Context: an optimization exercise on an open-source flow, tuned for small area. The choices shown serve that exercise and are no tape-out recipe.
The RTL was checked by simulation tests, not by an equivalence proof against the original design.
The clock port is modelled as an ideal driver; clocking choices that lean on that would not hold on a real chip.
Power is estimated from default activity; no workload was simulated.

== v6 ==
// avalon_uart
module avalon_uart (
    input               clk,
    input               rst,
    input               avn_read,
    input               avn_write,
    input [4:0]         avn_address,
    input [31:0]        avn_writedata,
    output reg [31:0]   avn_readdata,
    output              avn_waitrequest,
    output              int_txwm,
    output              int_rxwm,
    output              uart_txd,
    input               uart_rxd
);
Size: roughly 920 cells after synthesis, ~260 flip-flops, about 78 I/O pins.
Settings: LEC_CHECK=0, CAP_MARGIN=20, CORE_MARGIN=2, CORE_UTILIZATION=40, GPL_TIMING_DRIVEN=0, SLEW_MARGIN=20; clock period 5.0 ns.
standard.sh (not shown) runs the stock make flow with config.mk's settings and CLKGATE_MAP_FILE= SYNTH_SCRIPT=/design/flow/synth_recipe.tcl, a recipe that flattens the netlist after the stock synthesis.
==> flow/flow/run.sh <==
#!/bin/bash
# The standard ORFS layout with three changes:
# - ABC maps the logic for area (flow/abc_area_map.script: dc2, dch, amap)
#   instead of ORFS's speed script; registers are mapped before ABC, so
#   they are the standard synthesis's.
# - clock tree synthesis adds no dummy loads and builds clusters of
#   clkbuf_8.
# - ports are buffered with buf_1.
set -euo pipefail
here=$(pwd)
rm -rf "$here/scripts"
cp -r "$FLOW_HOME/scripts" "$here/scripts"
cp "$here/flow/abc_area_map.script" "$here/scripts/abc_area_map.script"
sed -i 's#/abc_speed.script#/abc_area_map.script#' "$here/scripts/synth_preamble.tcl"
grep -q abc_area_map.script "$here/scripts/synth_preamble.tcl"
export SCRIPTS_DIR="$here/scripts"
export CTS_ARGS="-sink_clustering_enable -repair_clock_nets -dont_use_dummy_load -buf_list sky130_fd_sc_hd__clkbuf_8 -sink_clustering_size 16 -sink_clustering_max_diameter 60"
export BUFFER_PORTS_ARGS="-buffer_cell sky130_fd_sc_hd__buf_1"
bash standard.sh > standard.log 2>&1
==> flow/flow/abc_area_map.script <==
strash
dc2
dch -f
amap -F 4 -A 8
topo
v6 ran to completion and came out clean on the timing, DRC and antenna checks.
Here is what was changed in the inputs of v7 compared with v6.
Settings: a deleted GPL_TIMING_DRIVEN that had been 0.
==> flow/flow/run.sh <==
#!/bin/bash
# The standard ORFS layout with four changes:
# - no hard adder cells before ABC (ADDER_MAP_FILE empty), so ABC maps
#   the counters and comparators with the rest of the logic;
# - ABC maps the logic for area (flow/abc_area_map.script: dch, amap)
#   instead of ORFS's speed script; registers are mapped before ABC, so
#   they are the standard synthesis's;
# - clock tree synthesis adds no dummy loads and builds clusters of
#   clkbuf_8;
# - ports are buffered with buf_1.
set -euo pipefail
here=$(pwd)
rm -rf "$here/scripts"
cp -r "$FLOW_HOME/scripts" "$here/scripts"
cp "$here/flow/abc_area_map.script" "$here/scripts/abc_area_map.script"
sed -i 's#/abc_speed.script#/abc_area_map.script#' "$here/scripts/synth_preamble.tcl"
grep -q abc_area_map.script "$here/scripts/synth_preamble.tcl"
export SCRIPTS_DIR="$here/scripts"
export ADDER_MAP_FILE=
export CTS_ARGS="-sink_clustering_enable -repair_clock_nets -dont_use_dummy_load -buf_list sky130_fd_sc_hd__clkbuf_8 -sink_clustering_size 16 -sink_clustering_max_diameter 60"
export BUFFER_PORTS_ARGS="-buffer_cell sky130_fd_sc_hd__buf_1"
bash standard.sh > standard.log 2>&1
==> flow/flow/abc_area_map.script <==
strash
dch -f
amap -F 4 -A 8
topo
Notes after the runs:
- Final worst-path setup slack: v7 better than v6
- Measured against v7, the peak supply drop of v6 comes out at 0.931 times the reference value.
- On area fraction in compound gates after synthesis: v7 sits above v6.
- STATUS final routed wirelength across all metal layers: v7 wins against v6
- Switching power of the nets: v7 and v6 compared, higher one is v6
- v7 has leakage power below what v6 had.

* * *

Setup of run 1:
avalon_uart, a different RTL version from the one above (not shown whole).
For scale: roughly 820 cells after synthesis, roughly 260 flip-flops, roughly 78 I/O pins, roughly 0.0098 mm^2 of cells after synthesis.
==> flow/config.mk <==
export PLATFORM = sky130hd
export DESIGN_NAME = avalon_uart
export DESIGN_NICKNAME = avalon_uart
export VERILOG_FILES = /design/flow/design.v
export SDC_FILE = /design/flow/constraint.sdc
export NUM_CORES = 4
export LEC_CHECK = 0
export CAP_MARGIN = 20
export CORE_MARGIN = 2
export CORE_UTILIZATION = 40
export SLEW_MARGIN = 20
==> flow/constraint.sdc <==
create_clock -name core_clock -period 5.0 [get_ports {clk}]
set_input_delay 1.0000 -clock core_clock [delete_from_list [all_inputs] [get_ports {clk}]]
set_output_delay 1.0000 -clock core_clock [all_outputs]
set_load 0.01 [all_outputs]
==> flow/flow/run.sh <==
#!/bin/bash
# The standard ORFS layout with these changes:
# - no hard adder cells before ABC (ADDER_MAP_FILE empty), so ABC maps
#   the counters and comparators with the rest of the logic;
# - ABC maps the logic for area (flow/abc_area_map.script: fraig, dc2,
#   dch, amap) instead of ORFS's speed script, without the weak _0 cells
#   that have a _1 twin of the same area; registers are mapped before
#   ABC, so they are the standard synthesis's;
# - clock tree synthesis adds no dummy loads and builds clusters of
#   clkbuf_8, then flow/clock_buffer_sizing.tcl downsizes clock buffers
#   that have slew to spare;
# - ports are buffered with buf_1, and flow/pre_gpl_repair.tcl repairs
#   slew and capacitance right after that, before timing-driven global
#   placement;
# Each ORFS step keeps its own log under orfs/logs; standard.log has
# make's output.
set -euo pipefail
here=$(pwd)
rm -rf "$here/scripts"
cp -r "$FLOW_HOME/scripts" "$here/scripts"
cp "$here/flow/abc_area_map.script" "$here/scripts/abc_area_map.script"
sed -i 's#/abc_speed.script#/abc_area_map.script#' "$here/scripts/synth_preamble.tcl"
grep -q abc_area_map.script "$here/scripts/synth_preamble.tcl"
# ABC also leaves out the _0 drive variants that have a _1 variant of the
# same area, so that equal-area choices take the stronger cell
sed -i 's#{\*}\$lib_dont_use_args -constr#{*}$lib_dont_use_args {*}$::env(ABC_EXTRA_DONT_USE) -constr#' "$here/scripts/synth_preamble.tcl"
grep -q ABC_EXTRA_DONT_USE "$here/scripts/synth_preamble.tcl"
awk -v f="$here/flow/pre_gpl_repair.tcl" '{print} /^    buffer_ports /{print "    source " f}' "$here/scripts/global_place.tcl" > "$here/scripts/global_place.tcl.new"
mv "$here/scripts/global_place.tcl.new" "$here/scripts/global_place.tcl"
grep -q pre_gpl_repair.tcl "$here/scripts/global_place.tcl"
sed -i "s#^log_cmd clock_tree_synthesis {\*}\$cts_args\$#&\nsource $here/flow/clock_buffer_sizing.tcl#" "$here/scripts/cts.tcl"
grep -q clock_buffer_sizing.tcl "$here/scripts/cts.tcl"
export SCRIPTS_DIR="$here/scripts"
export ADDER_MAP_FILE=
export ABC_EXTRA_DONT_USE="-dont_use sky130_fd_sc_hd__o21ai_0 -dont_use sky130_fd_sc_hd__a21boi_0 -dont_use sky130_fd_sc_hd__and2_0 -dont_use sky130_fd_sc_hd__o311ai_0 -dont_use sky130_fd_sc_hd__or2_0"
export CTS_ARGS="-sink_clustering_enable -repair_clock_nets -dont_use_dummy_load -buf_list sky130_fd_sc_hd__clkbuf_8 -sink_clustering_size 16 -sink_clustering_max_diameter 60"
export CLK_BUF_MAX_SLEW=0.100
export BUFFER_PORTS_ARGS="-buffer_cell sky130_fd_sc_hd__buf_1"
bash standard.sh > standard.log 2>&1
==> flow/flow/pre_gpl_repair.tcl <==
# Sourced by global_place.tcl after port buffering: repair max slew and
# capacitance on the initial placement (the FIFO write enables drive 64
# flip-flops each), so that timing-driven global placement does not see
# those slow nets as timing violations and rebuffer elsewhere.
estimate_parasitics -placement
repair_design -verbose
Other scripts of this flow, unchanged in this note and not shown: flow/flow/abc_area_map.script, flow/flow/clock_buffer_sizing.tcl
Run 1 completed; timing, DRC and antenna clean
The following lists how run 2 was set up differently from run 1:
==> flow/flow/run.sh <==
#!/bin/bash
# The standard ORFS layout with these changes:
# - no hard adder cells before ABC (ADDER_MAP_FILE empty), so ABC maps
#   the counters and comparators with the rest of the logic;
# - ABC maps the logic for area (flow/abc_area_map.script: fraig, dc2,
#   dch, amap) instead of ORFS's speed script; registers are mapped
#   before ABC, so they are the standard synthesis's;
# - clock tree synthesis adds no dummy loads and builds clusters of
#   clkbuf_8, then flow/clock_buffer_sizing.tcl downsizes clock buffers
#   that have slew to spare;
# - ports are buffered with buf_1.
# Each ORFS step keeps its own log under orfs/logs; standard.log has
# make's output.
set -euo pipefail
here=$(pwd)
rm -rf "$here/scripts"
cp -r "$FLOW_HOME/scripts" "$here/scripts"
cp "$here/flow/abc_area_map.script" "$here/scripts/abc_area_map.script"
sed -i 's#/abc_speed.script#/abc_area_map.script#' "$here/scripts/synth_preamble.tcl"
grep -q abc_area_map.script "$here/scripts/synth_preamble.tcl"
sed -i "s#^log_cmd clock_tree_synthesis {\*}\$cts_args\$#&\nsource $here/flow/clock_buffer_sizing.tcl#" "$here/scripts/cts.tcl"
grep -q clock_buffer_sizing.tcl "$here/scripts/cts.tcl"
export SCRIPTS_DIR="$here/scripts"
export ADDER_MAP_FILE=
export CTS_ARGS="-sink_clustering_enable -repair_clock_nets -dont_use_dummy_load -buf_list sky130_fd_sc_hd__clkbuf_8 -sink_clustering_size 16 -sink_clustering_max_diameter 70"
export CLK_BUF_MAX_SLEW=0.100
export BUFFER_PORTS_ARGS="-buffer_cell sky130_fd_sc_hd__buf_1"
bash standard.sh > standard.log 2>&1
removed: flow/flow/pre_gpl_repair.tcl
Findings:
Run 2 vs run 1 — worst vdd rail ir drop rose about 22%.
In run 2 the share of cell area taken by flip-flops and latches turned out 0.16 points higher than in run 1.
Run 2 vs run 1, global-route usage went up by 0.40 points.
Diff run 1 -> run 2: worst setup slack picked up an extra 35 ps; highest clock rate now sits higher; portion of the layout cell area used by clock cells was more or less identical; largest fanout of any net on the critical path grew by 1; minimum setup slack after placement fell by 290 ps.
From run 1 to run 2, count of buffers added by post-CTS timing repair for setup did not move at all.
diff inputs: run 2 => run 3
diff --git a/flow/flow/run.sh b/flow/flow/run.sh
--- a/flow/flow/run.sh
+++ b/flow/flow/run.sh
@@ -23,5 +23,5 @@
 export SCRIPTS_DIR="$here/scripts"
 export ADDER_MAP_FILE=
-export CTS_ARGS="-sink_clustering_enable -repair_clock_nets -dont_use_dummy_load -buf_list sky130_fd_sc_hd__clkbuf_8 -sink_clustering_size 16 -sink_clustering_max_diameter 70"
+export CTS_ARGS="-sink_clustering_enable -repair_clock_nets -dont_use_dummy_load -buf_list sky130_fd_sc_hd__clkbuf_8 -sink_clustering_size 16 -sink_clustering_max_diameter 80"
 export CLK_BUF_MAX_SLEW=0.100
 export BUFFER_PORTS_ARGS="-buffer_cell sky130_fd_sc_hd__buf_1"
Notes after the runs:
- Summary of run 3 over run 2: sequential share of layout area did not really move; number of sequential storage elements did not really move; final non-filler cell area did not really move.
- On share of post-route cells with drive strength above 1, run 3 and run 2 are basically level.
- Worst setup slack: run 3 and run 2 compared, higher one is run 2
- Looking only at wire length, and setting everything else aside, the lower value of run 3 and run 2 goes to run 3.
- Comparing run 3 with run 2, the synthesis-to-finish area growth came out essentially unchanged.
- Clock network contribution to total cell area: run 3 vs run 2 — no meaningful difference
- Between run 3 and run 2, met3 layer usage reported by global route is lower for run 3, run 2 comes in above that.

* * *

avalon_uart, a different RTL version from the one above (not shown whole).
Size: ~13000 um2 of cells after synthesis.
==> flow/design.v (excerpt) <==
module avalon_uart (
    input               clk,
    input               rst,
    input               avn_read,
    input               avn_write,
    input [4:0]         avn_address,
    input [31:0]        avn_writedata,
    output reg [31:0]   avn_readdata,
    output              avn_waitrequest,
    output              int_txwm,
    output              int_rxwm,
    output              uart_txd,
    input               uart_rxd
);
    logic [15:0]    cfg_div;
    logic           cfg_txen;
    logic           cfg_rxen;
    logic           cfg_nstop;
    logic           tx_valid;
    logic [7:0]     tx_data;
    logic           tx_ready;
    logic           rx_valid;
    logic [7:0]     rx_data;
    logic           txfifo_push;
    logic           txfifo_pop;
    logic [7:0]     txfifo_din;
    logic [7:0]     txfifo_dout;
    logic           txfifo_full;
    logic           txfifo_empty;
    logic [3:0]     txfifo_entry;
    logic           rxfifo_push;
    logic           rxfifo_pop;
    logic [7:0]     rxfifo_din;
    logic [7:0]     rxfifo_dout;
    logic           rxfifo_full;
    logic           rxfifo_empty;
    logic [3:0]     rxfifo_entry;
    logic           txwm;
    logic           rxwm;
    reg             txdata_valid;
    logic [31:0]    txdata;
    reg             txdata_full;
    reg [7:0]       txdata_data;
    logic           txdata_write;
    assign txdata = {txdata_full, 23'b0, txdata_data};
    logic [31:0]    rxdata;
    logic           rxdata_empty;
    logic [7:0]     rxdata_data;
    logic           rxdata_read;
    assign rxdata = {rxdata_empty, 23'b0, rxdata_data};
    logic [31:0]    txctrl;
    reg [2:0]       txctrl_txcnt;
    reg             txctrl_nstop;    
    reg             txctrl_txen;
    logic           txctrl_write;
  ...
clock: 5.0 ns
lec_check: 0
cap_margin: 20
core_margin: 2
core_utilization: 40
slew_margin: 20
run.sh (not shown) runs the stock make flow with config.mk's settings and CLKGATE_MAP_FILE= SYNTH_SCRIPT=/design/flow/synth_recipe.tcl, a recipe that flattens the netlist after the stock synthesis.
Stock flow here: none of the scripts above is used.
The baseline went through all stages and came out clean.
Edit:
- CORE_UTILIZATION: 40 -> 60
- CTS_BUF_LIST: unset -> sky130_fd_sc_hd__clkbuf_2 sky130_fd_sc_hd__clkbuf_4
The new run completed without violations.
Final cell count fell by 3.2%.
Clock power fell by about 14%.
Synthesized area stays the same.
Synthesized cell count stays the same.
Register-to-register slack gets better by 0.11 ns.
Via count rose by about 3.7%.
First-iteration DRC count rose by about 3%.
Routed wire length rose by 1.1%.

* * *

## umber
avalon_uart, a different RTL version from the one above (not shown whole).
For scale: ~9900 um^2 of cells after synthesis.
Settings: LEC_CHECK=0, CAP_MARGIN=20, CORE_MARGIN=2, CORE_UTILIZATION=75, PLACE_DENSITY=0.85, SLEW_MARGIN=20; clock period 5.0 ns.
standard.sh (not shown) runs the stock make flow with config.mk's settings and CLKGATE_MAP_FILE= SYNTH_SCRIPT=/design/flow/synth_recipe.tcl, a recipe that flattens the netlist after the stock synthesis.
==> flow/flow/run.sh <==
#!/bin/bash
# The standard ORFS layout with four changes:
# - no hard adder cells before ABC (ADDER_MAP_FILE empty), so ABC maps
#   the counters and comparators with the rest of the logic;
# - ABC maps the logic for area (flow/abc_area_map.script: dc2, dch, amap)
#   instead of ORFS's speed script; registers are mapped before ABC, so
#   they are the standard synthesis's;
# - clock tree synthesis adds no dummy loads and builds clusters of
#   clkbuf_8;
# - ports are buffered with buf_1.
set -euo pipefail
here=$(pwd)
rm -rf "$here/scripts"
cp -r "$FLOW_HOME/scripts" "$here/scripts"
cp "$here/flow/abc_area_map.script" "$here/scripts/abc_area_map.script"
sed -i 's#/abc_speed.script#/abc_area_map.script#' "$here/scripts/synth_preamble.tcl"
grep -q abc_area_map.script "$here/scripts/synth_preamble.tcl"
export SCRIPTS_DIR="$here/scripts"
export ADDER_MAP_FILE=
export CTS_ARGS="-sink_clustering_enable -repair_clock_nets -dont_use_dummy_load -buf_list sky130_fd_sc_hd__clkbuf_8 -sink_clustering_size 16 -sink_clustering_max_diameter 60"
export BUFFER_PORTS_ARGS="-buffer_cell sky130_fd_sc_hd__buf_1"
bash standard.sh > standard.log 2>&1
==> flow/flow/abc_area_map.script <==
strash
dc2
dch -f
amap -F 4 -A 8
topo
Per the final summary, umber finished and its layout is clean on timing, DRC and antenna.
Relative to umber, the following input files were edited for harbor:
- putting GPL_TIMING_DRIVEN at 0 where nothing was set
- swapping 75 for 40 in CORE_UTILIZATION
- clearing PLACE_DENSITY, which used to be 0.85
--- a/flow/flow/run.sh
+++ b/flow/flow/run.sh
@@ -19,0 +20 @@
+export REMOVE_ABC_BUFFERS=1
Notes after the runs:
- On clock latency at the later pin of the worst-skew pair, harbor and umber are neck and neck.
- Going from umber to harbor, wire length of the first global-routing pass now sits lower, count of vias placed by the detailed router now sits lower, maximum frequency now sits lower, final worst-path cycle share now sits higher.
- Compared with umber, harbor instantiates a larger number of cells.
- Count of clock-net buffers in the final layout, harbor vs umber: up by more than 10%
- Compared with umber, harbor shows a lower global-route usage.
- Going from umber to harbor, final-layout clock-cell area share grew by 0.20 points, final cell area excluding filler cells grew by about 2.1%.
- harbor completed every stage of the flow, and the final layout passed the timing, DRC and antenna checks.
Edits applied to the flow inputs when going from harbor to tundra:
- a deleted GPL_TIMING_DRIVEN that had been 0
--- a/flow/flow/run.sh
+++ b/flow/flow/run.sh
@@ -20 +20 @@
-export REMOVE_ABC_BUFFERS=1
+export SKIP_REPAIR_TIE_FANOUT=1
dfxtp_1 as the slowest cell on the critical path was reported by tundra, and nor2_1 by harbor.
[compare] base=harbor new=tundra: fraction of the cycle the final worst path needs now smaller; global-route usage decreased 0.53 points; flip-flop and latch share of the layout cell area grew by 0.29 points.
For willow, these inputs were changed with respect to tundra:
--- a/flow/flow/run.sh
+++ b/flow/flow/run.sh
@@ -20 +19,0 @@
-export SKIP_REPAIR_TIE_FANOUT=1
Notes after the runs:
- | total non-filler cell area in the finished layout | willow vs tundra | ≈ equal |
- First-iteration DRC count in willow is about 20% below tundra.
- tundra -> willow: switching power decreased slightly
- Status: worst setup slack parity (tundra, willow)
- In willow the combinational group power turned out about 1% lower than in tundra.
- Compared to tundra, willow has met2 routing resource usage after global routing 0.49 points higher.
- Comparing tundra with willow, the utilization came out essentially unchanged.

## static timing again, ports no longer ideal
Ports are ideal in the flow. The routed layouts listed here were re-timed in OpenROAD.
Step 1 assumes that a clkbuf_16 drives the clock port and a buf_2 every other input.
Step 2 also shifts input and output timing later by t, the mid clock arrival at the registers, as if the neighbouring blocks saw the same clock.
a / b / c = no drivers / after step 1 / after step 2; a / b = the first two.
run	t, ns	slack for setup (ns)	slew at the worst register clock pin (ns)
v6	0.570	0.291 / 0.247 / 0.817	0.10 / 0.10
v7	0.569	0.987 / 0.943 / 1.123	0.10 / 0.10
run 1	0.565	1.273 / 1.230 / 1.410	0.10 / 0.10
run 2	0.595	1.308 / 1.266 / 1.356	0.10 / 0.10
run 3	0.565	1.295 / 1.253 / 1.365	0.10 / 0.10
the first run of note 3	0.609	1.754 / 1.754 / 1.454	0.07 / 0.07
the second run of note 3	0.722	1.864 / 1.864 / 1.469	0.08 / 0.08
umber	0.541	0.665 / 0.665 / 0.665	0.11 / 0.11
harbor	0.555	0.351 / 0.312 / 0.602	0.10 / 0.10
tundra	0.559	0.790 / 0.790 / 0.790	0.10 / 0.10
willow	0.549	0.787 / 0.787 / 0.787	0.10 / 0.10
After both steps every run listed still meets setup and hold. The setup slack of the second run of note 3, which loses most, moves by 0.000 ns with the drivers and by -0.395 ns with both steps.
